Context: an optimization exercise on an open-source flow, tuned for small area, a short achievable clock period and few clock cycles. The choices shown serve that exercise and are no tape-out recipe.
RTL that was checked went through simulation tests only; none was proved equivalent to the original.
Function not checked in run 1: the RTL went through the layout flow alone.

==> design/flow/design.v <==
module maxfinder(clk, rst, start, x1, x2, x3, x4, eps, done, result);
input clk, start, rst;
input [4:0] x1, x2, x3, x4, eps;
output reg done;
output [4:0] result;
reg busy;
reg [3:0] v1, v2, v3, v4;
wire signed [4:0] a1 = start ? x1 : {1'b0, v1};
wire signed [4:0] a2 = start ? x2 : {1'b0, v2};
wire signed [4:0] a3 = start ? x3 : {1'b0, v3};
wire signed [4:0] a4 = start ? x4 : {1'b0, v4};
wire [3:0] n1, n2, n3, n4;
wire signed [6:0] t1 = a2 + a3 + a4;
wire p1_1;
assign p1_1 = eps[0] & t1[0];
wire p1_2;
assign p1_2 = eps[0] & t1[1];
wire p1_3;
assign p1_3 = eps[0] & t1[2];
wire p1_4;
assign p1_4 = eps[0] & t1[3];
wire p1_5;
assign p1_5 = eps[0] & t1[4];
wire p1_6;
assign p1_6 = eps[0] & t1[5];
wire p1_7;
assign p1_7 = eps[0] & t1[6];
wire p1_8;
assign p1_8 = eps[1] & t1[0];
wire p1_9;
assign p1_9 = eps[1] & t1[1];
wire p1_10;
assign p1_10 = eps[1] & t1[2];
wire p1_11;
assign p1_11 = eps[1] & t1[3];
wire p1_12;
assign p1_12 = eps[1] & t1[4];
wire p1_13;
assign p1_13 = eps[1] & t1[5];
wire p1_14;
assign p1_14 = eps[1] & t1[6];
wire p1_15;
assign p1_15 = eps[2] & t1[0];
wire p1_16;
assign p1_16 = eps[2] & t1[1];
wire p1_17;
assign p1_17 = eps[2] & t1[2];
wire p1_18;
assign p1_18 = eps[2] & t1[3];
wire p1_19;
assign p1_19 = eps[2] & t1[4];
wire p1_20;
assign p1_20 = eps[2] & t1[5];
wire p1_21;
assign p1_21 = eps[2] & t1[6];
wire p1_22;
assign p1_22 = eps[3] & t1[0];
wire p1_23;
assign p1_23 = eps[3] & t1[1];
wire p1_24;
assign p1_24 = eps[3] & t1[2];
wire p1_25;
assign p1_25 = eps[3] & t1[3];
wire p1_26;
assign p1_26 = eps[3] & t1[4];
wire p1_27;
assign p1_27 = eps[3] & t1[5];
wire p1_28;
assign p1_28 = eps[3] & t1[6];
wire s1_s29;
wire s1_c30;
assign s1_s29 = a1[1] ^ ~t1[0];
assign s1_c30 = a1[1] & ~t1[0];
wire s1_s31;
wire s1_c32;
assign s1_s31 = a1[2] ^ ~t1[1];
assign s1_c32 = a1[2] & ~t1[1];
wire s1_s33;
wire s1_c34;
assign s1_s33 = a1[3] ^ ~t1[2] ^ ~p1_7;
assign s1_c34 = (a1[3] & ~t1[2]) | (a1[3] & ~p1_7) | (~t1[2] & ~p1_7);
wire s1_s35;
wire s1_c36;
assign s1_s35 = ~a1[4] ^ ~t1[3];
assign s1_c36 = ~a1[4] & ~t1[3];
wire s1_s37;
wire s1_c38;
assign s1_s37 = a1[0] ^ p1_4;
assign s1_c38 = a1[0] & p1_4;
wire s1_s39;
wire s1_c40;
assign s1_s39 = p1_5 ^ p1_11 ^ p1_17;
assign s1_c40 = (p1_5 & p1_11) | (p1_5 & p1_17) | (p1_11 & p1_17);
wire s1_s41;
wire s1_c42;
assign s1_s41 = p1_23 ^ 1'b1;
assign s1_c42 = p1_23 & 1'b1;
wire s1_s43;
wire s1_c44;
assign s1_s43 = p1_6 ^ p1_12 ^ p1_18;
assign s1_c44 = (p1_6 & p1_12) | (p1_6 & p1_18) | (p1_12 & p1_18);
wire s1_s45;
wire s1_c46;
assign s1_s45 = p1_24 ^ s1_c30 ^ s1_s31;
assign s1_c46 = (p1_24 & s1_c30) | (p1_24 & s1_s31) | (s1_c30 & s1_s31);
wire s1_s47;
wire s1_c48;
assign s1_s47 = p1_13 ^ p1_19 ^ p1_25;
assign s1_c48 = (p1_13 & p1_19) | (p1_13 & p1_25) | (p1_19 & p1_25);
wire s1_s49;
wire s1_c50;
assign s1_s49 = 1'b1 ^ s1_c32 ^ s1_s33;
assign s1_c50 = (1'b1 & s1_c32) | (1'b1 & s1_s33) | (s1_c32 & s1_s33);
wire s1_s51;
wire s1_c52;
assign s1_s51 = ~p1_14 ^ p1_20 ^ p1_26;
assign s1_c52 = (~p1_14 & p1_20) | (~p1_14 & p1_26) | (p1_20 & p1_26);
wire s1_s53;
wire s1_c54;
assign s1_s53 = 1'b1 ^ s1_c34 ^ s1_s35;
assign s1_c54 = (1'b1 & s1_c34) | (1'b1 & s1_s35) | (s1_c34 & s1_s35);
wire s1_s55;
wire s1_c56;
assign s1_s55 = ~t1[4] ^ ~p1_21 ^ p1_27;
assign s1_c56 = (~t1[4] & ~p1_21) | (~t1[4] & p1_27) | (~p1_21 & p1_27);
wire s1_s57;
wire s1_c58;
assign s1_s57 = 1'b1 ^ s1_c36;
assign s1_c58 = 1'b1 & s1_c36;
wire s1_s59;
wire s1_c60;
assign s1_s59 = ~t1[5] ^ ~p1_28;
assign s1_c60 = ~t1[5] & ~p1_28;
wire s1_s61;
wire s1_c62;
assign s1_s61 = p1_10 ^ p1_16;
assign s1_c62 = p1_10 & p1_16;
wire s1_s63;
wire s1_c64;
assign s1_s63 = s1_s29 ^ s1_c38 ^ s1_s39;
assign s1_c64 = (s1_s29 & s1_c38) | (s1_s29 & s1_s39) | (s1_c38 & s1_s39);
wire s1_s65;
wire s1_c66;
assign s1_s65 = s1_c40 ^ s1_c42 ^ s1_s43;
assign s1_c66 = (s1_c40 & s1_c42) | (s1_c40 & s1_s43) | (s1_c42 & s1_s43);
wire s1_s67;
wire s1_c68;
assign s1_s67 = s1_c44 ^ s1_c46 ^ s1_s47;
assign s1_c68 = (s1_c44 & s1_c46) | (s1_c44 & s1_s47) | (s1_c46 & s1_s47);
wire s1_s69;
wire s1_c70;
assign s1_s69 = s1_c48 ^ s1_c50 ^ s1_s51;
assign s1_c70 = (s1_c48 & s1_c50) | (s1_c48 & s1_s51) | (s1_c50 & s1_s51);
wire s1_s71;
wire s1_c72;
assign s1_s71 = s1_c52 ^ s1_c54 ^ s1_s55;
assign s1_c72 = (s1_c52 & s1_c54) | (s1_c52 & s1_s55) | (s1_c54 & s1_s55);
wire s1_s73;
wire s1_c74;
assign s1_s73 = 1'b1 ^ s1_c56 ^ s1_c58;
assign s1_c74 = (1'b1 & s1_c56) | (1'b1 & s1_c58) | (s1_c56 & s1_c58);
wire s1_s75;
wire s1_c76;
assign s1_s75 = t1[6] ^ 1'b1;
assign s1_c76 = t1[6] & 1'b1;
wire s1_s77;
wire s1_c78;
assign s1_s77 = p1_3 ^ p1_9;
assign s1_c78 = p1_3 & p1_9;
wire s1_s79;
wire s1_c80;
assign s1_s79 = p1_22 ^ s1_s37 ^ s1_s61;
assign s1_c80 = (p1_22 & s1_s37) | (p1_22 & s1_s61) | (s1_s37 & s1_s61);
wire s1_s81;
wire s1_c82;
assign s1_s81 = s1_s41 ^ s1_c62 ^ s1_s63;
assign s1_c82 = (s1_s41 & s1_c62) | (s1_s41 & s1_s63) | (s1_c62 & s1_s63);
wire s1_s83;
wire s1_c84;
assign s1_s83 = s1_s45 ^ s1_c64 ^ s1_s65;
assign s1_c84 = (s1_s45 & s1_c64) | (s1_s45 & s1_s65) | (s1_c64 & s1_s65);
wire s1_s85;
wire s1_c86;
assign s1_s85 = s1_s49 ^ s1_c66 ^ s1_s67;
assign s1_c86 = (s1_s49 & s1_c66) | (s1_s49 & s1_s67) | (s1_c66 & s1_s67);
wire s1_s87;
wire s1_c88;
assign s1_s87 = s1_s53 ^ s1_c68 ^ s1_s69;
assign s1_c88 = (s1_s53 & s1_c68) | (s1_s53 & s1_s69) | (s1_c68 & s1_s69);
wire s1_s89;
wire s1_c90;
assign s1_s89 = s1_s57 ^ s1_c70 ^ s1_s71;
assign s1_c90 = (s1_s57 & s1_c70) | (s1_s57 & s1_s71) | (s1_c70 & s1_s71);
wire s1_s91;
wire s1_c92;
assign s1_s91 = s1_s59 ^ s1_c72 ^ s1_s73;
assign s1_c92 = (s1_s59 & s1_c72) | (s1_s59 & s1_s73) | (s1_c72 & s1_s73);
wire s1_s93;
wire s1_c94;
assign s1_s93 = s1_c60 ^ s1_c74 ^ s1_s75;
assign s1_c94 = (s1_c60 & s1_c74) | (s1_c60 & s1_s75) | (s1_c74 & s1_s75);
wire [10:0] s1__r0 = {s1_c92, s1_c90, s1_c88, s1_c86, s1_c84, s1_c82, s1_c80, s1_c78, p1_15, p1_2, p1_1};
wire [10:0] s1__r1 = {s1_s93, s1_s91, s1_s89, s1_s87, s1_s85, s1_s83, s1_s81, s1_s79, s1_s77, p1_8, 1'b0};
wire [10:0] s1_ = s1__r0 + s1__r1;
assign n1 = s1_[10] ? 4'd0 : s1_[6:3];
wire signed [6:0] t2 = a1 + a3 + a4;
wire p2_95;
assign p2_95 = eps[0] & t2[0];
wire p2_96;
assign p2_96 = eps[0] & t2[1];
wire p2_97;
assign p2_97 = eps[0] & t2[2];
wire p2_98;
assign p2_98 = eps[0] & t2[3];
wire p2_99;
assign p2_99 = eps[0] & t2[4];
wire p2_100;
assign p2_100 = eps[0] & t2[5];
wire p2_101;
assign p2_101 = eps[0] & t2[6];
wire p2_102;
assign p2_102 = eps[1] & t2[0];
wire p2_103;
assign p2_103 = eps[1] & t2[1];
wire p2_104;
assign p2_104 = eps[1] & t2[2];
wire p2_105;
assign p2_105 = eps[1] & t2[3];
wire p2_106;
assign p2_106 = eps[1] & t2[4];
wire p2_107;
assign p2_107 = eps[1] & t2[5];
wire p2_108;
assign p2_108 = eps[1] & t2[6];
wire p2_109;
assign p2_109 = eps[2] & t2[0];
wire p2_110;
assign p2_110 = eps[2] & t2[1];
wire p2_111;
assign p2_111 = eps[2] & t2[2];
wire p2_112;
assign p2_112 = eps[2] & t2[3];
wire p2_113;
assign p2_113 = eps[2] & t2[4];
wire p2_114;
assign p2_114 = eps[2] & t2[5];
wire p2_115;
assign p2_115 = eps[2] & t2[6];
wire p2_116;
assign p2_116 = eps[3] & t2[0];
wire p2_117;
assign p2_117 = eps[3] & t2[1];
wire p2_118;
assign p2_118 = eps[3] & t2[2];
wire p2_119;
assign p2_119 = eps[3] & t2[3];
wire p2_120;
assign p2_120 = eps[3] & t2[4];
wire p2_121;
assign p2_121 = eps[3] & t2[5];
wire p2_122;
assign p2_122 = eps[3] & t2[6];
wire s2_s123;
wire s2_c124;
assign s2_s123 = a2[1] ^ ~t2[0];
assign s2_c124 = a2[1] & ~t2[0];
wire s2_s125;
wire s2_c126;
assign s2_s125 = a2[2] ^ ~t2[1];
assign s2_c126 = a2[2] & ~t2[1];
wire s2_s127;
wire s2_c128;
assign s2_s127 = a2[3] ^ ~t2[2] ^ ~p2_101;
assign s2_c128 = (a2[3] & ~t2[2]) | (a2[3] & ~p2_101) | (~t2[2] & ~p2_101);
wire s2_s129;
wire s2_c130;
assign s2_s129 = ~a2[4] ^ ~t2[3];
assign s2_c130 = ~a2[4] & ~t2[3];
wire s2_s131;
wire s2_c132;
assign s2_s131 = a2[0] ^ p2_98;
assign s2_c132 = a2[0] & p2_98;
wire s2_s133;
wire s2_c134;
assign s2_s133 = p2_99 ^ p2_105 ^ p2_111;
assign s2_c134 = (p2_99 & p2_105) | (p2_99 & p2_111) | (p2_105 & p2_111);
wire s2_s135;
wire s2_c136;
assign s2_s135 = p2_117 ^ 1'b1;
assign s2_c136 = p2_117 & 1'b1;
wire s2_s137;
wire s2_c138;
assign s2_s137 = p2_100 ^ p2_106 ^ p2_112;
assign s2_c138 = (p2_100 & p2_106) | (p2_100 & p2_112) | (p2_106 & p2_112);
wire s2_s139;
wire s2_c140;
assign s2_s139 = p2_118 ^ s2_c124 ^ s2_s125;
assign s2_c140 = (p2_118 & s2_c124) | (p2_118 & s2_s125) | (s2_c124 & s2_s125);
wire s2_s141;
wire s2_c142;
assign s2_s141 = p2_107 ^ p2_113 ^ p2_119;
assign s2_c142 = (p2_107 & p2_113) | (p2_107 & p2_119) | (p2_113 & p2_119);
wire s2_s143;
wire s2_c144;
assign s2_s143 = 1'b1 ^ s2_c126 ^ s2_s127;
assign s2_c144 = (1'b1 & s2_c126) | (1'b1 & s2_s127) | (s2_c126 & s2_s127);
wire s2_s145;
wire s2_c146;
assign s2_s145 = ~p2_108 ^ p2_114 ^ p2_120;
assign s2_c146 = (~p2_108 & p2_114) | (~p2_108 & p2_120) | (p2_114 & p2_120);
wire s2_s147;
wire s2_c148;
assign s2_s147 = 1'b1 ^ s2_c128 ^ s2_s129;
assign s2_c148 = (1'b1 & s2_c128) | (1'b1 & s2_s129) | (s2_c128 & s2_s129);
wire s2_s149;
wire s2_c150;
assign s2_s149 = ~t2[4] ^ ~p2_115 ^ p2_121;
assign s2_c150 = (~t2[4] & ~p2_115) | (~t2[4] & p2_121) | (~p2_115 & p2_121);
wire s2_s151;
wire s2_c152;
assign s2_s151 = 1'b1 ^ s2_c130;
assign s2_c152 = 1'b1 & s2_c130;
wire s2_s153;
wire s2_c154;
assign s2_s153 = ~t2[5] ^ ~p2_122;
assign s2_c154 = ~t2[5] & ~p2_122;
wire s2_s155;
wire s2_c156;
assign s2_s155 = p2_104 ^ p2_110;
assign s2_c156 = p2_104 & p2_110;
wire s2_s157;
wire s2_c158;
assign s2_s157 = s2_s123 ^ s2_c132 ^ s2_s133;
assign s2_c158 = (s2_s123 & s2_c132) | (s2_s123 & s2_s133) | (s2_c132 & s2_s133);
wire s2_s159;
wire s2_c160;
assign s2_s159 = s2_c134 ^ s2_c136 ^ s2_s137;
assign s2_c160 = (s2_c134 & s2_c136) | (s2_c134 & s2_s137) | (s2_c136 & s2_s137);
wire s2_s161;
wire s2_c162;
assign s2_s161 = s2_c138 ^ s2_c140 ^ s2_s141;
assign s2_c162 = (s2_c138 & s2_c140) | (s2_c138 & s2_s141) | (s2_c140 & s2_s141);
wire s2_s163;
wire s2_c164;
assign s2_s163 = s2_c142 ^ s2_c144 ^ s2_s145;
assign s2_c164 = (s2_c142 & s2_c144) | (s2_c142 & s2_s145) | (s2_c144 & s2_s145);
wire s2_s165;
wire s2_c166;
assign s2_s165 = s2_c146 ^ s2_c148 ^ s2_s149;
assign s2_c166 = (s2_c146 & s2_c148) | (s2_c146 & s2_s149) | (s2_c148 & s2_s149);
wire s2_s167;
wire s2_c168;
assign s2_s167 = 1'b1 ^ s2_c150 ^ s2_c152;
assign s2_c168 = (1'b1 & s2_c150) | (1'b1 & s2_c152) | (s2_c150 & s2_c152);
wire s2_s169;
wire s2_c170;
assign s2_s169 = t2[6] ^ 1'b1;
assign s2_c170 = t2[6] & 1'b1;
wire s2_s171;
wire s2_c172;
assign s2_s171 = p2_97 ^ p2_103;
assign s2_c172 = p2_97 & p2_103;
wire s2_s173;
wire s2_c174;
assign s2_s173 = p2_116 ^ s2_s131 ^ s2_s155;
assign s2_c174 = (p2_116 & s2_s131) | (p2_116 & s2_s155) | (s2_s131 & s2_s155);
wire s2_s175;
wire s2_c176;
assign s2_s175 = s2_s135 ^ s2_c156 ^ s2_s157;
assign s2_c176 = (s2_s135 & s2_c156) | (s2_s135 & s2_s157) | (s2_c156 & s2_s157);
wire s2_s177;
wire s2_c178;
assign s2_s177 = s2_s139 ^ s2_c158 ^ s2_s159;
assign s2_c178 = (s2_s139 & s2_c158) | (s2_s139 & s2_s159) | (s2_c158 & s2_s159);
wire s2_s179;
wire s2_c180;
assign s2_s179 = s2_s143 ^ s2_c160 ^ s2_s161;
assign s2_c180 = (s2_s143 & s2_c160) | (s2_s143 & s2_s161) | (s2_c160 & s2_s161);
wire s2_s181;
wire s2_c182;
assign s2_s181 = s2_s147 ^ s2_c162 ^ s2_s163;
assign s2_c182 = (s2_s147 & s2_c162) | (s2_s147 & s2_s163) | (s2_c162 & s2_s163);
wire s2_s183;
wire s2_c184;
assign s2_s183 = s2_s151 ^ s2_c164 ^ s2_s165;
assign s2_c184 = (s2_s151 & s2_c164) | (s2_s151 & s2_s165) | (s2_c164 & s2_s165);
wire s2_s185;
wire s2_c186;
assign s2_s185 = s2_s153 ^ s2_c166 ^ s2_s167;
assign s2_c186 = (s2_s153 & s2_c166) | (s2_s153 & s2_s167) | (s2_c166 & s2_s167);
wire s2_s187;
wire s2_c188;
assign s2_s187 = s2_c154 ^ s2_c168 ^ s2_s169;
assign s2_c188 = (s2_c154 & s2_c168) | (s2_c154 & s2_s169) | (s2_c168 & s2_s169);
wire [10:0] s2__r0 = {s2_c186, s2_c184, s2_c182, s2_c180, s2_c178, s2_c176, s2_c174, s2_c172, p2_109, p2_96, p2_95};
wire [10:0] s2__r1 = {s2_s187, s2_s185, s2_s183, s2_s181, s2_s179, s2_s177, s2_s175, s2_s173, s2_s171, p2_102, 1'b0};
wire [10:0] s2_ = s2__r0 + s2__r1;
assign n2 = s2_[10] ? 4'd0 : s2_[6:3];
wire signed [6:0] t3 = a1 + a2 + a4;
wire p3_189;
assign p3_189 = eps[0] & t3[0];
wire p3_190;
assign p3_190 = eps[0] & t3[1];
wire p3_191;
assign p3_191 = eps[0] & t3[2];
wire p3_192;
assign p3_192 = eps[0] & t3[3];
wire p3_193;
assign p3_193 = eps[0] & t3[4];
wire p3_194;
assign p3_194 = eps[0] & t3[5];
wire p3_195;
assign p3_195 = eps[0] & t3[6];
wire p3_196;
assign p3_196 = eps[1] & t3[0];
wire p3_197;
assign p3_197 = eps[1] & t3[1];
wire p3_198;
assign p3_198 = eps[1] & t3[2];
wire p3_199;
assign p3_199 = eps[1] & t3[3];
wire p3_200;
assign p3_200 = eps[1] & t3[4];
wire p3_201;
assign p3_201 = eps[1] & t3[5];
wire p3_202;
assign p3_202 = eps[1] & t3[6];
wire p3_203;
assign p3_203 = eps[2] & t3[0];
wire p3_204;
assign p3_204 = eps[2] & t3[1];
wire p3_205;
assign p3_205 = eps[2] & t3[2];
wire p3_206;
assign p3_206 = eps[2] & t3[3];
wire p3_207;
assign p3_207 = eps[2] & t3[4];
wire p3_208;
assign p3_208 = eps[2] & t3[5];
wire p3_209;
assign p3_209 = eps[2] & t3[6];
wire p3_210;
assign p3_210 = eps[3] & t3[0];
wire p3_211;
assign p3_211 = eps[3] & t3[1];
wire p3_212;
assign p3_212 = eps[3] & t3[2];
wire p3_213;
assign p3_213 = eps[3] & t3[3];
wire p3_214;
assign p3_214 = eps[3] & t3[4];
wire p3_215;
assign p3_215 = eps[3] & t3[5];
wire p3_216;
assign p3_216 = eps[3] & t3[6];
wire s3_s217;
wire s3_c218;
assign s3_s217 = a3[1] ^ ~t3[0];
assign s3_c218 = a3[1] & ~t3[0];
wire s3_s219;
wire s3_c220;
assign s3_s219 = a3[2] ^ ~t3[1];
assign s3_c220 = a3[2] & ~t3[1];
wire s3_s221;
wire s3_c222;
assign s3_s221 = a3[3] ^ ~t3[2] ^ ~p3_195;
assign s3_c222 = (a3[3] & ~t3[2]) | (a3[3] & ~p3_195) | (~t3[2] & ~p3_195);
wire s3_s223;
wire s3_c224;
assign s3_s223 = ~a3[4] ^ ~t3[3];
assign s3_c224 = ~a3[4] & ~t3[3];
wire s3_s225;
wire s3_c226;
assign s3_s225 = a3[0] ^ p3_192;
assign s3_c226 = a3[0] & p3_192;
wire s3_s227;
wire s3_c228;
assign s3_s227 = p3_193 ^ p3_199 ^ p3_205;
assign s3_c228 = (p3_193 & p3_199) | (p3_193 & p3_205) | (p3_199 & p3_205);
wire s3_s229;
wire s3_c230;
assign s3_s229 = p3_211 ^ 1'b1;
assign s3_c230 = p3_211 & 1'b1;
wire s3_s231;
wire s3_c232;
assign s3_s231 = p3_194 ^ p3_200 ^ p3_206;
assign s3_c232 = (p3_194 & p3_200) | (p3_194 & p3_206) | (p3_200 & p3_206);
wire s3_s233;
wire s3_c234;
assign s3_s233 = p3_212 ^ s3_c218 ^ s3_s219;
assign s3_c234 = (p3_212 & s3_c218) | (p3_212 & s3_s219) | (s3_c218 & s3_s219);
wire s3_s235;
wire s3_c236;
assign s3_s235 = p3_201 ^ p3_207 ^ p3_213;
assign s3_c236 = (p3_201 & p3_207) | (p3_201 & p3_213) | (p3_207 & p3_213);
wire s3_s237;
wire s3_c238;
assign s3_s237 = 1'b1 ^ s3_c220 ^ s3_s221;
assign s3_c238 = (1'b1 & s3_c220) | (1'b1 & s3_s221) | (s3_c220 & s3_s221);
wire s3_s239;
wire s3_c240;
assign s3_s239 = ~p3_202 ^ p3_208 ^ p3_214;
assign s3_c240 = (~p3_202 & p3_208) | (~p3_202 & p3_214) | (p3_208 & p3_214);
wire s3_s241;
wire s3_c242;
assign s3_s241 = 1'b1 ^ s3_c222 ^ s3_s223;
assign s3_c242 = (1'b1 & s3_c222) | (1'b1 & s3_s223) | (s3_c222 & s3_s223);
wire s3_s243;
wire s3_c244;
assign s3_s243 = ~t3[4] ^ ~p3_209 ^ p3_215;
assign s3_c244 = (~t3[4] & ~p3_209) | (~t3[4] & p3_215) | (~p3_209 & p3_215);
wire s3_s245;
wire s3_c246;
assign s3_s245 = 1'b1 ^ s3_c224;
assign s3_c246 = 1'b1 & s3_c224;
wire s3_s247;
wire s3_c248;
assign s3_s247 = ~t3[5] ^ ~p3_216;
assign s3_c248 = ~t3[5] & ~p3_216;
wire s3_s249;
wire s3_c250;
assign s3_s249 = p3_198 ^ p3_204;
assign s3_c250 = p3_198 & p3_204;
wire s3_s251;
wire s3_c252;
assign s3_s251 = s3_s217 ^ s3_c226 ^ s3_s227;
assign s3_c252 = (s3_s217 & s3_c226) | (s3_s217 & s3_s227) | (s3_c226 & s3_s227);
wire s3_s253;
wire s3_c254;
assign s3_s253 = s3_c228 ^ s3_c230 ^ s3_s231;
assign s3_c254 = (s3_c228 & s3_c230) | (s3_c228 & s3_s231) | (s3_c230 & s3_s231);
wire s3_s255;
wire s3_c256;
assign s3_s255 = s3_c232 ^ s3_c234 ^ s3_s235;
assign s3_c256 = (s3_c232 & s3_c234) | (s3_c232 & s3_s235) | (s3_c234 & s3_s235);
wire s3_s257;
wire s3_c258;
assign s3_s257 = s3_c236 ^ s3_c238 ^ s3_s239;
assign s3_c258 = (s3_c236 & s3_c238) | (s3_c236 & s3_s239) | (s3_c238 & s3_s239);
wire s3_s259;
wire s3_c260;
assign s3_s259 = s3_c240 ^ s3_c242 ^ s3_s243;
assign s3_c260 = (s3_c240 & s3_c242) | (s3_c240 & s3_s243) | (s3_c242 & s3_s243);
wire s3_s261;
wire s3_c262;
assign s3_s261 = 1'b1 ^ s3_c244 ^ s3_c246;
assign s3_c262 = (1'b1 & s3_c244) | (1'b1 & s3_c246) | (s3_c244 & s3_c246);
wire s3_s263;
wire s3_c264;
assign s3_s263 = t3[6] ^ 1'b1;
assign s3_c264 = t3[6] & 1'b1;
wire s3_s265;
wire s3_c266;
assign s3_s265 = p3_191 ^ p3_197;
assign s3_c266 = p3_191 & p3_197;
wire s3_s267;
wire s3_c268;
assign s3_s267 = p3_210 ^ s3_s225 ^ s3_s249;
assign s3_c268 = (p3_210 & s3_s225) | (p3_210 & s3_s249) | (s3_s225 & s3_s249);
wire s3_s269;
wire s3_c270;
assign s3_s269 = s3_s229 ^ s3_c250 ^ s3_s251;
assign s3_c270 = (s3_s229 & s3_c250) | (s3_s229 & s3_s251) | (s3_c250 & s3_s251);
wire s3_s271;
wire s3_c272;
assign s3_s271 = s3_s233 ^ s3_c252 ^ s3_s253;
assign s3_c272 = (s3_s233 & s3_c252) | (s3_s233 & s3_s253) | (s3_c252 & s3_s253);
wire s3_s273;
wire s3_c274;
assign s3_s273 = s3_s237 ^ s3_c254 ^ s3_s255;
assign s3_c274 = (s3_s237 & s3_c254) | (s3_s237 & s3_s255) | (s3_c254 & s3_s255);
wire s3_s275;
wire s3_c276;
assign s3_s275 = s3_s241 ^ s3_c256 ^ s3_s257;
assign s3_c276 = (s3_s241 & s3_c256) | (s3_s241 & s3_s257) | (s3_c256 & s3_s257);
wire s3_s277;
wire s3_c278;
assign s3_s277 = s3_s245 ^ s3_c258 ^ s3_s259;
assign s3_c278 = (s3_s245 & s3_c258) | (s3_s245 & s3_s259) | (s3_c258 & s3_s259);
wire s3_s279;
wire s3_c280;
assign s3_s279 = s3_s247 ^ s3_c260 ^ s3_s261;
assign s3_c280 = (s3_s247 & s3_c260) | (s3_s247 & s3_s261) | (s3_c260 & s3_s261);
wire s3_s281;
wire s3_c282;
assign s3_s281 = s3_c248 ^ s3_c262 ^ s3_s263;
assign s3_c282 = (s3_c248 & s3_c262) | (s3_c248 & s3_s263) | (s3_c262 & s3_s263);
wire [10:0] s3__r0 = {s3_c280, s3_c278, s3_c276, s3_c274, s3_c272, s3_c270, s3_c268, s3_c266, p3_203, p3_190, p3_189};
wire [10:0] s3__r1 = {s3_s281, s3_s279, s3_s277, s3_s275, s3_s273, s3_s271, s3_s269, s3_s267, s3_s265, p3_196, 1'b0};
wire [10:0] s3_ = s3__r0 + s3__r1;
assign n3 = s3_[10] ? 4'd0 : s3_[6:3];
wire signed [6:0] t4 = a1 + a2 + a3;
wire p4_283;
assign p4_283 = eps[0] & t4[0];
wire p4_284;
assign p4_284 = eps[0] & t4[1];
wire p4_285;
assign p4_285 = eps[0] & t4[2];
wire p4_286;
assign p4_286 = eps[0] & t4[3];
wire p4_287;
assign p4_287 = eps[0] & t4[4];
wire p4_288;
assign p4_288 = eps[0] & t4[5];
wire p4_289;
assign p4_289 = eps[0] & t4[6];
wire p4_290;
assign p4_290 = eps[1] & t4[0];
wire p4_291;
assign p4_291 = eps[1] & t4[1];
wire p4_292;
assign p4_292 = eps[1] & t4[2];
wire p4_293;
assign p4_293 = eps[1] & t4[3];
wire p4_294;
assign p4_294 = eps[1] & t4[4];
wire p4_295;
assign p4_295 = eps[1] & t4[5];
wire p4_296;
assign p4_296 = eps[1] & t4[6];
wire p4_297;
assign p4_297 = eps[2] & t4[0];
wire p4_298;
assign p4_298 = eps[2] & t4[1];
wire p4_299;
assign p4_299 = eps[2] & t4[2];
wire p4_300;
assign p4_300 = eps[2] & t4[3];
wire p4_301;
assign p4_301 = eps[2] & t4[4];
wire p4_302;
assign p4_302 = eps[2] & t4[5];
wire p4_303;
assign p4_303 = eps[2] & t4[6];
wire p4_304;
assign p4_304 = eps[3] & t4[0];
wire p4_305;
assign p4_305 = eps[3] & t4[1];
wire p4_306;
assign p4_306 = eps[3] & t4[2];
wire p4_307;
assign p4_307 = eps[3] & t4[3];
wire p4_308;
assign p4_308 = eps[3] & t4[4];
wire p4_309;
assign p4_309 = eps[3] & t4[5];
wire p4_310;
assign p4_310 = eps[3] & t4[6];
wire s4_s311;
wire s4_c312;
assign s4_s311 = a4[1] ^ ~t4[0];
assign s4_c312 = a4[1] & ~t4[0];
wire s4_s313;
wire s4_c314;
assign s4_s313 = a4[2] ^ ~t4[1];
assign s4_c314 = a4[2] & ~t4[1];
wire s4_s315;
wire s4_c316;
assign s4_s315 = a4[3] ^ ~t4[2] ^ ~p4_289;
assign s4_c316 = (a4[3] & ~t4[2]) | (a4[3] & ~p4_289) | (~t4[2] & ~p4_289);
wire s4_s317;
wire s4_c318;
assign s4_s317 = ~a4[4] ^ ~t4[3];
assign s4_c318 = ~a4[4] & ~t4[3];
wire s4_s319;
wire s4_c320;
assign s4_s319 = a4[0] ^ p4_286;
assign s4_c320 = a4[0] & p4_286;
wire s4_s321;
wire s4_c322;
assign s4_s321 = p4_287 ^ p4_293 ^ p4_299;
assign s4_c322 = (p4_287 & p4_293) | (p4_287 & p4_299) | (p4_293 & p4_299);
wire s4_s323;
wire s4_c324;
assign s4_s323 = p4_305 ^ 1'b1;
assign s4_c324 = p4_305 & 1'b1;
wire s4_s325;
wire s4_c326;
assign s4_s325 = p4_288 ^ p4_294 ^ p4_300;
assign s4_c326 = (p4_288 & p4_294) | (p4_288 & p4_300) | (p4_294 & p4_300);
wire s4_s327;
wire s4_c328;
assign s4_s327 = p4_306 ^ s4_c312 ^ s4_s313;
assign s4_c328 = (p4_306 & s4_c312) | (p4_306 & s4_s313) | (s4_c312 & s4_s313);
wire s4_s329;
wire s4_c330;
assign s4_s329 = p4_295 ^ p4_301 ^ p4_307;
assign s4_c330 = (p4_295 & p4_301) | (p4_295 & p4_307) | (p4_301 & p4_307);
wire s4_s331;
wire s4_c332;
assign s4_s331 = 1'b1 ^ s4_c314 ^ s4_s315;
assign s4_c332 = (1'b1 & s4_c314) | (1'b1 & s4_s315) | (s4_c314 & s4_s315);
wire s4_s333;
wire s4_c334;
assign s4_s333 = ~p4_296 ^ p4_302 ^ p4_308;
assign s4_c334 = (~p4_296 & p4_302) | (~p4_296 & p4_308) | (p4_302 & p4_308);
wire s4_s335;
wire s4_c336;
assign s4_s335 = 1'b1 ^ s4_c316 ^ s4_s317;
assign s4_c336 = (1'b1 & s4_c316) | (1'b1 & s4_s317) | (s4_c316 & s4_s317);
wire s4_s337;
wire s4_c338;
assign s4_s337 = ~t4[4] ^ ~p4_303 ^ p4_309;
assign s4_c338 = (~t4[4] & ~p4_303) | (~t4[4] & p4_309) | (~p4_303 & p4_309);
wire s4_s339;
wire s4_c340;
assign s4_s339 = 1'b1 ^ s4_c318;
assign s4_c340 = 1'b1 & s4_c318;
wire s4_s341;
wire s4_c342;
assign s4_s341 = ~t4[5] ^ ~p4_310;
assign s4_c342 = ~t4[5] & ~p4_310;
wire s4_s343;
wire s4_c344;
assign s4_s343 = p4_292 ^ p4_298;
assign s4_c344 = p4_292 & p4_298;
wire s4_s345;
wire s4_c346;
assign s4_s345 = s4_s311 ^ s4_c320 ^ s4_s321;
assign s4_c346 = (s4_s311 & s4_c320) | (s4_s311 & s4_s321) | (s4_c320 & s4_s321);
wire s4_s347;
wire s4_c348;
assign s4_s347 = s4_c322 ^ s4_c324 ^ s4_s325;
assign s4_c348 = (s4_c322 & s4_c324) | (s4_c322 & s4_s325) | (s4_c324 & s4_s325);
wire s4_s349;
wire s4_c350;
assign s4_s349 = s4_c326 ^ s4_c328 ^ s4_s329;
assign s4_c350 = (s4_c326 & s4_c328) | (s4_c326 & s4_s329) | (s4_c328 & s4_s329);
wire s4_s351;
wire s4_c352;
assign s4_s351 = s4_c330 ^ s4_c332 ^ s4_s333;
assign s4_c352 = (s4_c330 & s4_c332) | (s4_c330 & s4_s333) | (s4_c332 & s4_s333);
wire s4_s353;
wire s4_c354;
assign s4_s353 = s4_c334 ^ s4_c336 ^ s4_s337;
assign s4_c354 = (s4_c334 & s4_c336) | (s4_c334 & s4_s337) | (s4_c336 & s4_s337);
wire s4_s355;
wire s4_c356;
assign s4_s355 = 1'b1 ^ s4_c338 ^ s4_c340;
assign s4_c356 = (1'b1 & s4_c338) | (1'b1 & s4_c340) | (s4_c338 & s4_c340);
wire s4_s357;
wire s4_c358;
assign s4_s357 = t4[6] ^ 1'b1;
assign s4_c358 = t4[6] & 1'b1;
wire s4_s359;
wire s4_c360;
assign s4_s359 = p4_285 ^ p4_291;
assign s4_c360 = p4_285 & p4_291;
wire s4_s361;
wire s4_c362;
assign s4_s361 = p4_304 ^ s4_s319 ^ s4_s343;
assign s4_c362 = (p4_304 & s4_s319) | (p4_304 & s4_s343) | (s4_s319 & s4_s343);
wire s4_s363;
wire s4_c364;
assign s4_s363 = s4_s323 ^ s4_c344 ^ s4_s345;
assign s4_c364 = (s4_s323 & s4_c344) | (s4_s323 & s4_s345) | (s4_c344 & s4_s345);
wire s4_s365;
wire s4_c366;
assign s4_s365 = s4_s327 ^ s4_c346 ^ s4_s347;
assign s4_c366 = (s4_s327 & s4_c346) | (s4_s327 & s4_s347) | (s4_c346 & s4_s347);
wire s4_s367;
wire s4_c368;
assign s4_s367 = s4_s331 ^ s4_c348 ^ s4_s349;
assign s4_c368 = (s4_s331 & s4_c348) | (s4_s331 & s4_s349) | (s4_c348 & s4_s349);
wire s4_s369;
wire s4_c370;
assign s4_s369 = s4_s335 ^ s4_c350 ^ s4_s351;
assign s4_c370 = (s4_s335 & s4_c350) | (s4_s335 & s4_s351) | (s4_c350 & s4_s351);
wire s4_s371;
wire s4_c372;
assign s4_s371 = s4_s339 ^ s4_c352 ^ s4_s353;
assign s4_c372 = (s4_s339 & s4_c352) | (s4_s339 & s4_s353) | (s4_c352 & s4_s353);
wire s4_s373;
wire s4_c374;
assign s4_s373 = s4_s341 ^ s4_c354 ^ s4_s355;
assign s4_c374 = (s4_s341 & s4_c354) | (s4_s341 & s4_s355) | (s4_c354 & s4_s355);
wire s4_s375;
wire s4_c376;
assign s4_s375 = s4_c342 ^ s4_c356 ^ s4_s357;
assign s4_c376 = (s4_c342 & s4_c356) | (s4_c342 & s4_s357) | (s4_c356 & s4_s357);
wire [10:0] s4__r0 = {s4_c374, s4_c372, s4_c370, s4_c368, s4_c366, s4_c364, s4_c362, s4_c360, p4_297, p4_284, p4_283};
wire [10:0] s4__r1 = {s4_s375, s4_s373, s4_s371, s4_s369, s4_s367, s4_s365, s4_s363, s4_s361, s4_s359, p4_290, 1'b0};
wire [10:0] s4_ = s4__r0 + s4__r1;
assign n4 = s4_[10] ? 4'd0 : s4_[6:3];
function lt2(input f1, f2, f3, f4);
    lt2 = !((f1 & (f2 | f3 | f4)) | (f2 & (f3 | f4)) | (f3 & f4));
endfunction
wire last = lt2(|a1, |a2, |a3, |a4) | lt2(|n1, |n2, |n3, |n4);
wire run = start | busy;
always @(posedge clk) begin
    v1 <= n1; v2 <= n2; v3 <= n3; v4 <= n4;
    if (rst) begin
        busy <= 1'b0;
        done <= 1'b0;
    end else begin
        busy <= run & !last;
        done <= run & last;
    end
end
assign result = ({5{|v1}} & x1) | ({5{|v2}} & x2) | ({5{|v3}} & x3) | ({5{|v4}} & x4);
endmodule
==> design/flow/run.sh <==
#!/bin/bash
# synth_recipe.tcl (not shown) runs the flow's synth.tcl, then flattens the netlist and writes it again
# the make line also repeats each setting of config.mk as NAME=value (left out here)
make -C /OpenROAD-flow-scripts/flow DESIGN_CONFIG=/design/flow/config.mk WORK_HOME=/design/flow/orfs CLKGATE_MAP_FILE= SYNTH_SCRIPT=/design/flow/synth_recipe.tcl finish
==> design/flow/config.mk <==
export PLATFORM = sky130hd
export DESIGN_NAME = maxfinder
export DESIGN_NICKNAME = maxfinder
export VERILOG_FILES = /design/flow/design.v
export SDC_FILE = /design/flow/constraint.sdc
export NUM_CORES = 4
export LEC_CHECK = 0
export CAP_MARGIN = 20
export CORE_MARGIN = 2
export CORE_UTILIZATION = 40
export SLEW_MARGIN = 20
==> design/flow/constraint.sdc <==
create_clock -name core_clock -period 9.0 [get_ports {clk}]
set_input_delay 1.8000 -clock core_clock [delete_from_list [all_inputs] [get_ports {clk}]]
set_output_delay 1.8000 -clock core_clock [all_outputs]
set_load 0.01 [all_outputs]
==> results of run 1 <==
state kept, by name, indices dropped and copies added (netlist names):
| name | count |
|---|---|
| v2 | 4 |
| v3 | 4 |
| done | 1 |
| v1 | 4 |
| busy | 1 |
| v4 | 4 |
worst min path at each step:
stage	depth (start not counted)	start	to
global route	2	busy$_SDFF_PP0_	done$_SDFF_PP0_
floorplan	2	busy$_SDFF_PP0_	done$_SDFF_PP0_
CTS	2	busy$_SDFF_PP0_	done$_SDFF_PP0_
finish	2	busy$_SDFF_PP0_	done$_SDFF_PP0_
global placement	2	busy$_SDFF_PP0_	done$_SDFF_PP0_
detailed placement	2	busy$_SDFF_PP0_	done$_SDFF_PP0_
per-stage QoR:
step	cell area (um^2)	cells
floorplan	6530	767
global placement	7120	1009
detailed placement	7120	1009
CTS	7210	1013
global route	7200	1013
finish	7200	1013
cell usage after synthesis, types with 6 or more instances:
| library cell | n |
|---|---|
| mux2_2 | 10 |
| xor2_1 | 16 |
| o21ai_0 | 8 |
| o21a_1 | 7 |
| nor2_1 | 32 |
| nand2_1 | 70 |
| dfxtp_1 | 18 |
| fa_1 | 90 |
| clkbuf_1 | 10 |
| a21oi_1 | 28 |
| nand2b_1 | 6 |
| inv_1 | 162 |
| mux2i_1 | 6 |
| a22oi_1 | 10 |
| o21ai_1 | 11 |
| ha_1 | 100 |
| nor2b_1 | 12 |
| a21o_1 | 14 |
| nor3_1 | 7 |
| and2_1 | 54 |
| xnor2_1 | 27 |
cell usage in the layout (no fill, tap or decap), types with 8 or more instances in the layout:
cell / instances
o21ai_1: 11
inv_1: 162
clkdlybuf4s50_1: 30
xnor2_1: 27
o21ai_0: 8
ha_1: 100
nor2_1: 32
a21o_1: 14
a21oi_1: 28
nand2_1: 70
fa_1: 90
nor2b_1: 12
mux2_2: 10
a22oi_1: 10
and2_1: 54
xor2_1: 16
dfxtp_1: 18
area by class of cell:
class / instances / area [um^2]
Inverter: 163 / 612
Multi-Input combinational cell: 573 / 5510
Clock buffer: 4 / 88.8
Fill cell: 1621 / 8740
Tap cell: 216 / 270
Sequential cell: 18 / 360
Timing Repair Buffer: 39 / 363
tightest hold or removal path, delay by kind of cell, from the launching register on:
| kind | cells | cell delay (ns) |
|---|---|---|
| AOI/OAI and AO/OA | 2 | 0.20 |
| DFF | 1 | 0.31 |
cell families (layout without fill, tap and decap cells):
logic type               count (synthesis)  count (layout)
AO/OA/AOI/OAI                          108             108
XOR/XNOR                                46              46
adder cells (fa/ha/maj)                191             191
buffers and inverters                  176             206
flip-flops                              18              18
multiplexers                            17              17
AND/OR/NAND/NOR                        211             211
routing by layer:
layer | GRT usage (%) | part of all wire (%) | vias to the layer above
li1 | - | - | 2527
met1 | 25.6 | 51 | 2422
met2 | 29.2 | 45 | 70
met3 | 1.27 | 2.8 | 11
met4 | 3.20 | 1.1 | 0
met5 | 0 | 0 | -
==> impl.org, run 1 <==
** Status
- The flow ran to the end and the layout has no timing, DRC or antenna violations.

** Floorplanning
- Die outline area :: 17,400 um^2
- From bottom edge to top edge, the die measures between 100 and 150 um.
- Die Wd :: 132 um
- After floorplanning, the core was divided into between 40 and 50 placement rows.
- Core box area :: 15,900 um^2
- Effective utilization at floorplan :: 41.0%
- Pin placement for this block handled 34 I/O pins.

** Synth
- Area of the mapped netlist :: ~6500 um^2
- XOR/XNOR share of the synthesized area :: between 6 and 7%
- The portion of synthesized area spent on multiplexers is ~2.8%.
- Mapped Nets :: around 990
- Per-instance average area after synthesis :: 8.51 um^2
- Of all cell types, the one taking the most synthesized area is fa_1.
- Combinational family with the most area after synthesis :: adder cells
- Share of synthesized area occupied by flip-flops and latches :: under 10%
- In the synthesized netlist, the number of instances is 767.
- Most common flop cell mapped by yosys :: dfxtp_1
- Number of storage elements in the synthesis netlist :: 18
- For this run, the number of Yosys warnings is 1.
- Area share of and/or/nand/nor cells after synthesis :: 16.6%
- Biggest area contributors in the synthesized netlist :: fa_1, ha_1, inv_1, dfxtp_1, and2_1
- Number of enable flip-flop cells after synthesis :: 0
- After synthesis, the largest area contributor takes up 27.6% of total cell area.
- Count of distinct cell types in the synthesized netlist :: 53
- Area fraction in compound gates after synthesis :: ~11%
- Share of flip-flops with an asynchronous set or reset after synthesis :: 0%
- Adder-cell share of the synthesized area :: 46.9%

** Clocking
- Post-CTS Repair Setup Buffers :: 0
- Root Buffer :: clkbuf_16
- Clock transition at path regs :: 0.06 ns
- Post-cts gate resize count :: 0
- No sink is reached through more buffers than the 2 on the longest clock path.
- CTS tree :: done
- The number of clock buffers added by TritonCTS is 3.
- H-tree Lvls :: 1
- At the later pin of the worst-skew pair, clock insertion delay measures 0.25 ns.
- Hold buffer count at cts :: 0
- CTS sink count :: 18

** STA
- Setup slack of the critical path after layout :: between 0.5 and 0.6 ns
- Setup repair after global routing left no endpoint under its margin.
- The worst path in the final design needs a cycle of 8.50 ns, including I/O delays and setup.
- Largest clock skew in the final design :: ~0.0018 ns
- Slew HR :: 61.8%
- Final hold violations :: 0
- Share of the clock period used by the worst path after layout :: 94.4%
- Across all hold checks on the routed design, the worst slack comes to 0.549 ns.
- F_max :: ~120 MHz
- For the pin with the worst max-slew slack, the measured transition is 0.573 ns.
- Final Max Slew Viols :: 0
- Setup violations remaining at the end of the flow were counted as 0.
- Setup total negative slack on the finished layout was measured at 0 ns.

** Critical path
- Number of cells on the worst reg-to-reg path :: 27
- Crit. End Element :: flop
- Along the worst path, the maximum fanout reaches 18.
- Critical path's slowest cell :: fa_1
- Kind of cell with the highest combined delay on the critical path :: adder cells
- On the worst path, the slowest cell contributes a delay of 0.60 ns.
- The worst register-to-register path ends at busy$_SDFF_PP0_.
- By startpoint and endpoint, the worst setup path is classified as in -> reg.
- The worst setup path is launched from an input pin.
- The worst register-to-register path begins at v2[0]$_DFF_P_.
- The critical path ends at busy$_SDFF_PP0_.
- Buffer and inverter count on the worst path :: 6
- Setup crit start :: start
- Setup slack on the worst reg-to-reg path comes out at 2.57 ns.
- For the worst setup path, the data required time is 9.15 ns.
- Arrival time worst endpoint :: 8.65 ns
- The critical path crosses 23 cells after its start point.
- Cell-by-cell trace of the critical path :: clkdlybuf4s50_1 -> buf_4 -> mux2i_1 -> inv_1 -> fa_1 -> ha_1 -> inv_1 -> fa_1 -> inv_1 -> a21o_1 -> a21oi_1 -> xnor2_1 -> nand2_1 -> fa_1 -> fa_1 -> fa_1 -> inv_1 -> ha_1 -> or2_2 -> a2111oi_0 -> o31a_1 -> o211ai_2 -> and4b_1
- Among the stages of the critical path, the cell type that occurs most often is fa_1.

** Placed design
- Buffers on Ports :: 32
- Detailed placement ended at an HPWL of 12.6 mm.
- Weighted congestion at the end of routability-driven global placement :: roughly 0.86
- Setup WS pre-CTS :: 0.296 ns

** Routing
- Using the TritonRoute via totals, the vias-per-cell ratio works out to 4.97.
- In this run, the number of DRC markers left after iteration 0 of detailed routing was 210.
- The count of nets left with antenna violations once routing finished came out at 0.
- First-pass detailed-route iteration total :: 4
- Wire length reported by the detailed router :: between 10 and 15 mm
- Residual DRC count :: 0
- Dividing the detail-routed wire length by the instance count gives 14.4 um.
- Vias :: 5,030

** Global routing
- Largest net degree at the start of global routing :: 29
- For this run, the total global-route usage over all layers was measured as between 10% and 20%.
- Global route overflow :: 0
- First-pass GRT wire length :: 25.5 mm
- Antenna violations before repair :: 0
- Number of global-route vias before repair :: 5,219

** Hold path
- Hold Crit Class :: reg -> reg

** Layout
- 0 antenna diodes ended up in the layout.
- Cells fill 45.2% of the core in the end.
- After the last flow step, the layout net total stands at 1,016.
- Fraction of final layout cells sized beyond drive strength 1 :: roughly 4.3%
- The area growth from synthesis to layout is 10.3%.

** Job
- Across the run, the number of max-cap violations was 0.
==> run 2: changes to the inputs <==
--- a/design/flow/design.v
+++ b/design/flow/design.v
@@ -7,6 +7,6 @@
 reg [3:0] v1, v2, v3, v4;
-wire signed [4:0] a1 = start ? x1 : {1'b0, v1};
-wire signed [4:0] a2 = start ? x2 : {1'b0, v2};
-wire signed [4:0] a3 = start ? x3 : {1'b0, v3};
-wire signed [4:0] a4 = start ? x4 : {1'b0, v4};
+wire signed [4:0] a1 = busy ? {1'b0, v1} : x1;
+wire signed [4:0] a2 = busy ? {1'b0, v2} : x2;
+wire signed [4:0] a3 = busy ? {1'b0, v3} : x3;
+wire signed [4:0] a4 = busy ? {1'b0, v4} : x4;
 wire [3:0] n1, n2, n3, n4;
==> impl.org, run 2 <==
** Layout
- Leaving out fill and tap cells, the most frequent cell in the layout is inv_1.
- Compared with the post-synthesis result, the final layout area differs by 9.90%.
- Fraction of final layout cells sized beyond drive strength 1 :: 3.52% (-0.74 points)
- The number of antenna diodes came to 0 (unchanged).
- Layout Cell Area excl Fill :: 7180 um^2 (-0.23%)
- Most frequent cells in the layout :: inv_1, ha_1, fa_1
- The net total in the final layout was 1,014 (-0.20%).

** STA
- The minimum clock period came to 8.13 ns (-0.365 ns).
- Final hold violations :: 0 (unchanged)
- Largest clock skew in the final design :: 0.00172 ns (-0.0000654 ns)
- Number of endpoints failing setup at the final stage :: 0 (unchanged)
- The final clock period utilization by the worst path came to 90.4% (-4.1 points).
- Unrepaired setup endpoints after global routing :: false
- The number of pins with negative max-slew slack in the final report is 0 (unchanged).
- The worst max-slew margin expressed relative to the limit was 60.1% (-1.7 points).
- Worst-margin pin slew :: 0.594 ns (+0.0215 ns)
- F_max :: 123 MHz (+4.5%)
- Post-Route Setup TNS :: 0 ns (unchanged)

** Clocking
- CTS tree :: done
- Clock transition at path regs :: 0.06 ns (about the same)
- H-tree Lvls :: 1 (unchanged)
- Post-CTS Repair Setup Buffers :: 0 (unchanged)
- Maximum buffer depth of the clock tree :: 2 (unchanged)
- The post-cts gate resize count is 0 (unchanged).
- Hold buffer count at cts :: 0 (unchanged)
- Num CTS Buffers :: 3 (unchanged)
- The total clock sinks is 18 (unchanged).
- The clock latency of the later-clocked register in the worst-skew pair came to 0.25 ns (about the same).
- CTS placed an instance of clkbuf_16 at the clock tree root.

** Synth
- Number of storage elements in the synthesis netlist :: 18 (unchanged)
- The count of unique library cells instantiated by Yosys was 52 (-1.9%).
- Most common flop cell mapped by yosys :: dfxtp_1
- By instance count, the leading cell after synthesis is inv_1.
- Top cells by instance count after synthesis :: inv_1, ha_1, fa_1
- The proportion of synthesized chip area in sequential cells is 5.51% (about the same).
- The fraction of registers with async set/reset is 0% (unchanged).
- Number of enable flip-flop cells after synthesis :: 0 (unchanged)
- Fraction of post-synthesis cell area in the top cell type by area :: 27.6% (about the same)
- Synth warn :: 1 (unchanged)
- In the post-synthesis netlist, the biggest area contributors are fa_1, ha_1, inv_1, dfxtp_1, and2_1.
- The synthesized netlist cell count came to 768 (+0.13%).
- The number of nets in the synthesized netlist came to 986 (+0.10%).
- The average footprint of a synthesized cell was 8.51 um^2 (about the same).
- The total standard cell area after synthesis was 6540 um^2 (about the same).
- Leading area contributor after synthesis :: fa_1

** Critical path
- The largest fanout on the critical path came to 5 (-13).
- The number of cells traversed by the worst register-to-register path was 26 (-3.7%).
- The required time reported for the critical path endpoint is 9.15 ns (about the same).
- The register-to-register setup slack was 1.95 ns (-0.62 ns).
- In this run the critical register-to-register path is launched from busy$_SDFF_PP0_.
- Arrival time worst endpoint :: 8.28 ns (-0.37 ns)
- The endpoint identified for the worst register-to-register timing path is busy$_SDFF_PP0_.
- STA classifies the critical path endpoint as a flop.
- Critical Path Source Type :: input pin
- Category of the most critical setup path :: in -> reg

** Routing
- Routed wire per std cell :: 14.5 um (+0.53%)
- The total number of vias was 5,046 (+0.32%).
- Drt first-iter violations :: 185 (-12%)
- Wire length reported by the detailed router :: 14.7 mm (+0.33%)
- The mean number of vias per cell came to 4.99 (+0.52%).
- The length of the first detailed-routing pass in iterations is 5 (+1).
- The remaining antenna violation count after routing was 0 (unchanged).
- Residual DRC count :: 0 (unchanged)

** Job
- Max-cap violations :: 0 (unchanged)

** Floorplanning
- The vertical extent of the die was 132 um (about the same).
- Core box area :: 15,900 um^2 (unchanged)
- The number of cell rows was 46 (unchanged).
- Effective utilization at floorplan :: 41.0% (about the same)
- Die outline area :: 17,400 um^2 (about the same)
- The total I/O pin count was 34 (unchanged).
- Die Wd :: 132 um (about the same)

** Placed design
- The instance area after placement came to 7100 um^2 (-0.23%).
- Post-detailed-placement half-perimeter wirelength :: 12.4 mm (-1.9%)
- Buffers on Ports :: 32 (unchanged)
- The routability-driven placement congestion ratio is 0.888 (+3.7%).

** Global routing
- Busiest grt layer :: met2
- The number of global-route vias before repair was 5,123 (-1.8%).
- The largest net degree at the start of global routing came to 29 (unchanged).
- The aggregate global-route resource usage was 17.7% (+0.051 points).
- The met3 track demand over resource in global routing was 1.15% (-0.12 points).
- The remaining global-route overflow came to 0 (unchanged).
- Global routing usage on met2 :: 29.3% (+0.087 points)
- First-pass GRT wire length :: 25.4 mm (-0.22%)
- M1 GR Usage :: 25.7% (+0.17 points)
- Antenna violations before repair :: 0 (unchanged)

** Hold path
- The startpoint identified for the worst hold timing path is busy$_SDFF_PP0_.
- Hold Crit Class :: reg -> reg
- WHS Path Cells :: 2 (unchanged)
- The worst hold path terminates at done$_SDFF_PP0_.

** Status
- The flow ran to the end and the layout has no timing, DRC or antenna violations.
[run 2: changes by cell type in the layout (fill, tap and decap cells not counted), moves of 2 or more]
cell / change
nor3_1: +2
mux2i_1: +2
nor2b_1: +4
buf_4: -3
and2_1: -2
nand2_1: -5
mux2_2: -3
nor4_1: -2
nand3_1: +2
[run 2: cells by family after synthesis]
group                      synth area share [%]
and+or+nand+nor                            16.7
adders and majority gates                  46.9
buffers and inverters                      10.2
AOI/OAI and AO/OA                          11.2
xor gates and xnor gates                   6.74
DFF                                        5.51
muxes                                      2.78
[run 2: area by class of cell]
cell class	count	area, um^2
well taps	216	270
clock buffers	4	88.8
flip-flops and latches	18	360
repair buffers	36	340
multi-input cells	573	5510
inverters	164	616
fillers	1573	8760
[run 2: per-stage QoR]
step	hold WS, ns	utilization, %	worst slack [ns]	cells
floorplan	0.811	-	1.57	768
global placement	0.700	44.6	0.618	1007
detailed placement	0.691	44.6	0.601	1007
CTS	0.700	45.1	0.854	1011
global route	0.732	45.1	0.361	1011
finish	0.708	45.1	0.867	1011
[run 2: worst max path at each step]
| stage | start | endpoint | slack, ns | cells after the start |
|---|---|---|---|---|
| after global routing | x2[0] | busy$_SDFF_PP0_ | 0.36 | 27 |
| after CTS | x2[0] | busy$_SDFF_PP0_ | 0.85 | 27 |
| after floorplan | x1[0] | busy$_SDFF_PP0_ | 1.57 | 26 |
| after detailed placement | x2[0] | busy$_SDFF_PP0_ | 0.60 | 27 |
| final | x2[0] | busy$_SDFF_PP0_ | 0.87 | 27 |
| after global placement | x2[0] | busy$_SDFF_PP0_ | 0.62 | 27 |
[run 2: worst max-delay path, stage by stage]
cell             delay [ns]
clkdlybuf4s50_1        0.45
mux2i_1                0.18
inv_1                  0.13
ha_1                   0.25
fa_1                   0.45
a21o_1                 0.20
a21oi_1                0.18
xnor2_1                0.22
ha_1                   0.32
o21a_1                 0.12
o31a_1                 0.13
a21oi_1                0.33
and2_1                 0.21
fa_1                   0.46
fa_1                   0.55
inv_1                  0.05
fa_1                   0.53
inv_1                  0.04
ha_1                   0.33
nand2_1                0.08
nand2b_1               0.09
nor2b_1                0.15
a211oi_2               0.05
xnor2_1                0.33
o31a_1                 0.29
o211ai_1               0.13
and4b_1                0.20
[run 2: metal layers]
layer	vias up	wire length (um)	share of wire, %
met2	70	6640	45
met5	-	0	0
li1	2516	-	-
met1	2448	7470	51
met4	0	199	1.4
met3	12	374	2.5
Testbench counts of run 2, summed over its fixed seeds: cycles 4,587.
==> run 3: changes to the inputs <==
==> design/flow/flow/run.sh (new file) <==
#!/bin/bash
export BUFFER_PORTS_ARGS="-buffer_cell sky130_fd_sc_hd__buf_2"
cp standard.sh standard_copy.sh.txt
bash standard.sh > standard.log 2>&1
==> design/flow/standard.sh (new file) <==
#!/bin/bash
# synth_recipe.tcl (not shown) runs the flow's synth.tcl, then flattens the netlist and writes it again
# the make line also repeats each setting of config.mk as NAME=value (left out here)
make -C /OpenROAD-flow-scripts/flow DESIGN_CONFIG=/design/flow/config.mk WORK_HOME=/design/flow/orfs CLKGATE_MAP_FILE= SYNTH_SCRIPT=/design/flow/synth_recipe.tcl "${@:-finish}"
removed: design/flow/run.sh
==> impl.org, run 3 <==
** Status
- Outcome :: finished clean

** Clocking
- Post-cts gate resize count :: 0 (unchanged)
- H-tree Lvls :: 1 (unchanged)
- The total clock sinks was 18 (unchanged).
- Clock insertion delay at the later pin of the skew report :: 0.25 ns (about the same)
- Hold buffer count at cts :: 0 (unchanged)
- Maximum buffer depth of the clock tree :: 2 (unchanged)
- The clock transition at the registers of the reported paths is 0.06 ns (about the same).
- The total clock buffers created by CTS is 3 (unchanged).
- The tree is rooted in a clkbuf_16.
- Post-CTS Repair Setup Buffers :: 0 (unchanged)
- TritonCTS built the clock tree.

** Layout
- The fraction of layout cells with a size suffix above 1 came to 6.94% (+3.4 points).
- The number of fill cells in the layout came to 1,627 (+3.4%).
- Commonest non-fill, non-tap cell in the layout :: inv_1
- The number of antenna diodes was 0 (unchanged).
- Most frequent cells in the layout :: inv_1, ha_1, fa_1
- Layout Area Growth over Synthesis :: 7.25%
- Layout Nets :: 1,011 (-0.30%)

** Critical path
- The endpoint identified for the worst register-to-register timing path is busy$_SDFF_PP0_.
- Worst Path Required :: 9.14 ns (about the same)
- In this run the worst setup path begins at x2[0].
- Register-to-register path setup slack :: 1.72 ns (-0.23 ns)
- STA classifies the critical path startpoint as an input pin.
- Launch point of the worst reg-to-reg path :: busy$_SDFF_PP0_
- The data arrival at the endpoint of the critical path is 7.94 ns (-0.34 ns).
- The number of cells traversed by the worst register-to-register path is 26 (unchanged).
- Crit. End Element :: flop
- Largest fanout on the critical path :: 5 (unchanged)
- By startpoint and endpoint, the worst setup path is classified as in -> reg.

** Synth
- Biggest area contributors in the synthesized netlist :: fa_1, ha_1, inv_1, dfxtp_1, and2_1
- The synthesized netlist cell count was 768 (unchanged).
- Leading area contributor after synthesis :: fa_1
- In the synthesized netlist, the cells that appear most often are inv_1, ha_1, fa_1.
- In the synthesized netlist the dominant register cell turns out to be dfxtp_1.
- The count of unique library cells instantiated by Yosys came to 52 (unchanged).
- The number of enable-type register cells in the synthesized netlist is 0 (unchanged).
- The most common cell in the synthesized netlist is inv_1.
- The number of synthesized register bits came to 18 (unchanged).
- The total standard cell area after synthesis was 6540 um^2 (unchanged).
- The number of nets in the synthesized netlist came to 986 (unchanged).
- Share of flip-flops with an asynchronous set or reset after synthesis :: 0% (unchanged)
- The proportion of synthesized chip area in sequential cells came to 5.51% (unchanged).
- The average footprint of a synthesized cell came to 8.51 um^2 (unchanged).
- The yosys synthesis warning count came to 1 (unchanged).
- The area share of the largest cell type after synthesis was 27.6% (unchanged).

** STA
- The number of pins with negative max-slew slack in the final report came to 0 (unchanged).
- The final clock period utilization by the worst path was 86.6% (-3.7 points).
- Final hold violations :: 0 (unchanged)
- The upper clock frequency limit is 128 MHz (+4.3%).
- Unrepaired setup endpoints after global routing :: false
- Shortest clock period the worst path allows after layout :: 7.80 ns (-0.336 ns)
- Setup slack of the critical path after layout :: 1.20 ns (+0.336 ns)
- The setup TNS after final layout came to 0 ns (unchanged).
- The worst max-slew margin expressed relative to the limit came to 32.2% (-28 points).
- Largest clock skew in the final design :: 0.00188 ns (+0.000165 ns)
- Number of endpoints failing setup at the final stage :: 0 (unchanged)
- Worst-margin pin slew :: 1.02 ns (+0.421 ns)

** Floorplanning
- The floorplan core area is 15,900 um^2 (unchanged).
- Top-level I/O count :: 34 (unchanged)
- The vertical extent of the die is 132 um (unchanged).
- Die Wd :: 132 um (unchanged)
- Die outline area :: 17,400 um^2 (unchanged)
- The initial core utilization was 41.0% (unchanged).
- The number of cell rows was 46 (unchanged).

** Placed design
- Buffers on Ports :: 32 (unchanged)
- The post-DP HPWL was 12.4 mm (-0.14%).
- The routability-driven placement congestion ratio was 0.892 (+0.46%).
- The post-placement setup slack is 0.968 ns (+0.367 ns).

** Routing
- The mean number of vias per cell was 4.97 (-0.48%).
- The average wire per cell in the routed design came to 14.4 um (-0.65%).
- Wire length reported by the detailed router :: 14.5 mm (-0.94%)
- Vias :: 5,007 (-0.77%)
- The DRC violations left came to 0 (unchanged).
- The number of DRC markers after the initial detailed-route iteration was 238 (+29%).
- The length of the first detailed-routing pass in iterations came to 5 (unchanged).
- The remaining antenna violation count after routing is 0 (unchanged).

** Global routing
- Total GRT Usage :: 17.7% (about the same)
- The remaining global-route overflow came to 0 (unchanged).
- The largest net degree at the start of global routing is 29 (unchanged).
- The wire length of the first global-routing pass is 25.4 mm (about the same).
- The initial antenna violation count is 0 (unchanged).
- The number of global-route vias before repair came to 5,109 (-0.27%).

** Hold path
- In this run the most critical hold path is launched from v2[3]$_DFF_P_.
- The number of cells on the worst hold path came to 5 (+3).
- The path class of the tightest hold or removal check is reg -> reg.
- Hold Crit Endpoint :: done$_SDFF_PP0_

** Job
- Max-cap violations :: 0 (unchanged)
==> run 3: cell count changes in the layout (fill, tap and decap cells not counted) <==
cell,before,now
buf_4,4,1
clkdlybuf4s50_1,30,0
buf_2,2,32
==> run 3: metal layers <==
metal / routed length [um] / GRT usage, % / vias up
met1: 7440 / 26.4 / 2422
met5: 0 / 0 / -
met2: 6610 / 29.1 / 66
met3: 414 / 1.15 / 4
li1: - / - / 2515
met4: 82 / 2.05 / 0
==> run 3: worst max path at each step <==
stage | to | slack [ns]
2_1_floorplan | busy$_SDFF_PP0_ | 1.57
3_3_place_gp | busy$_SDFF_PP0_ | 0.99
3_5_place_dp | busy$_SDFF_PP0_ | 0.97
4_1_cts | busy$_SDFF_PP0_ | 1.22
5_1_grt | busy$_SDFF_PP0_ | 0.83
6_report | busy$_SDFF_PP0_ | 1.20
==> run 3: area by class of cell <==
type / count / area [um^2] / area share [%]
sequential: 18 / 360 / 5.14
timing repair buffer: 33 / 168 / 2.39
tap: 216 / 270 / 3.86
inverter: 164 / 616 / 8.78
multi-input combinational: 573 / 5510 / 78.6
clock buffer: 4 / 88.8 / 1.27
==> run 3: metrics by stage <==
stage	instances	hold slack (ns)	util, %	area, um^2
detailed placement	1004	0.953	43.4	6920
finish	1008	0.988	44.0	7010
floorplan	768	0.811	-	6540
CTS	1008	0.974	44.0	7010
global placement	1004	0.954	43.4	6920
global route	1008	1.05	44.0	7010
==> run 3: kinds of logic after synthesis <==
family	after synthesis	synth area share, %
buffers and inverters	177	10.2
flip-flops	18	5.51
XOR/XNOR	46	6.74
adder cells (fa/ha/maj)	191	46.9
multiplexers	17	2.78
AO/OA/AOI/OAI	108	11.2
AND/OR/NAND/NOR	211	16.7
==> run 3: worst max-delay path: stages <==
cell and delay, ns:
buf_2 0.11, mux2i_1 0.17, inv_1 0.16, ha_1 0.27, fa_1 0.45, a21o_1 0.19, a21oi_1 0.18, xnor2_1 0.21
ha_1 0.32, o21a_1 0.12, o31a_1 0.13, a21oi_1 0.34, and2_1 0.21, fa_1 0.45, fa_1 0.54, inv_1 0.05
fa_1 0.52, inv_1 0.04, ha_1 0.33, nand2_1 0.09, nand2b_1 0.09, nor2b_1 0.16, a211oi_2 0.05, xnor2_1 0.32
o31a_1 0.29, o211ai_1 0.14, and4b_1 0.21

[static timing again, ports no longer ideal]
The flow's constraints put no driver on any port. The routed layouts listed below were extracted and timed again, unchanged, in two steps. Step 1 assumes that a clkbuf_16 drives the clock port and a buf_2 every other input. Step 2 adds t to the input delays and takes it off the output delays; t is the mean of the earliest and latest rising clock arrival at the registers after step 1. Input paths then give back, and output paths get back, about the clock's delay inside the block. Three values: ideal ports, drivers, drivers and shift; two values: the first two.
run | t (ns) | setup WS [ns] | worst hold slack (ns) | worst setup path after step 2
run 1 | 0.289 | 0.502 / 0.505 / 0.216 | 0.549 / 0.549 / 0.549 | input to register
run 2 | 0.286 | 0.867 / 0.876 / 0.590 | 0.708 / 0.708 / 0.708 | input to register
run 3 | 0.284 | 1.203 / 1.212 / 0.928 | 0.988 / 0.988 / 0.988 | input to register
After both steps every run listed still meets setup and hold. The setup slack of run 1, which loses most, moves by +0.003 ns with the drivers and by -0.286 ns with both steps.
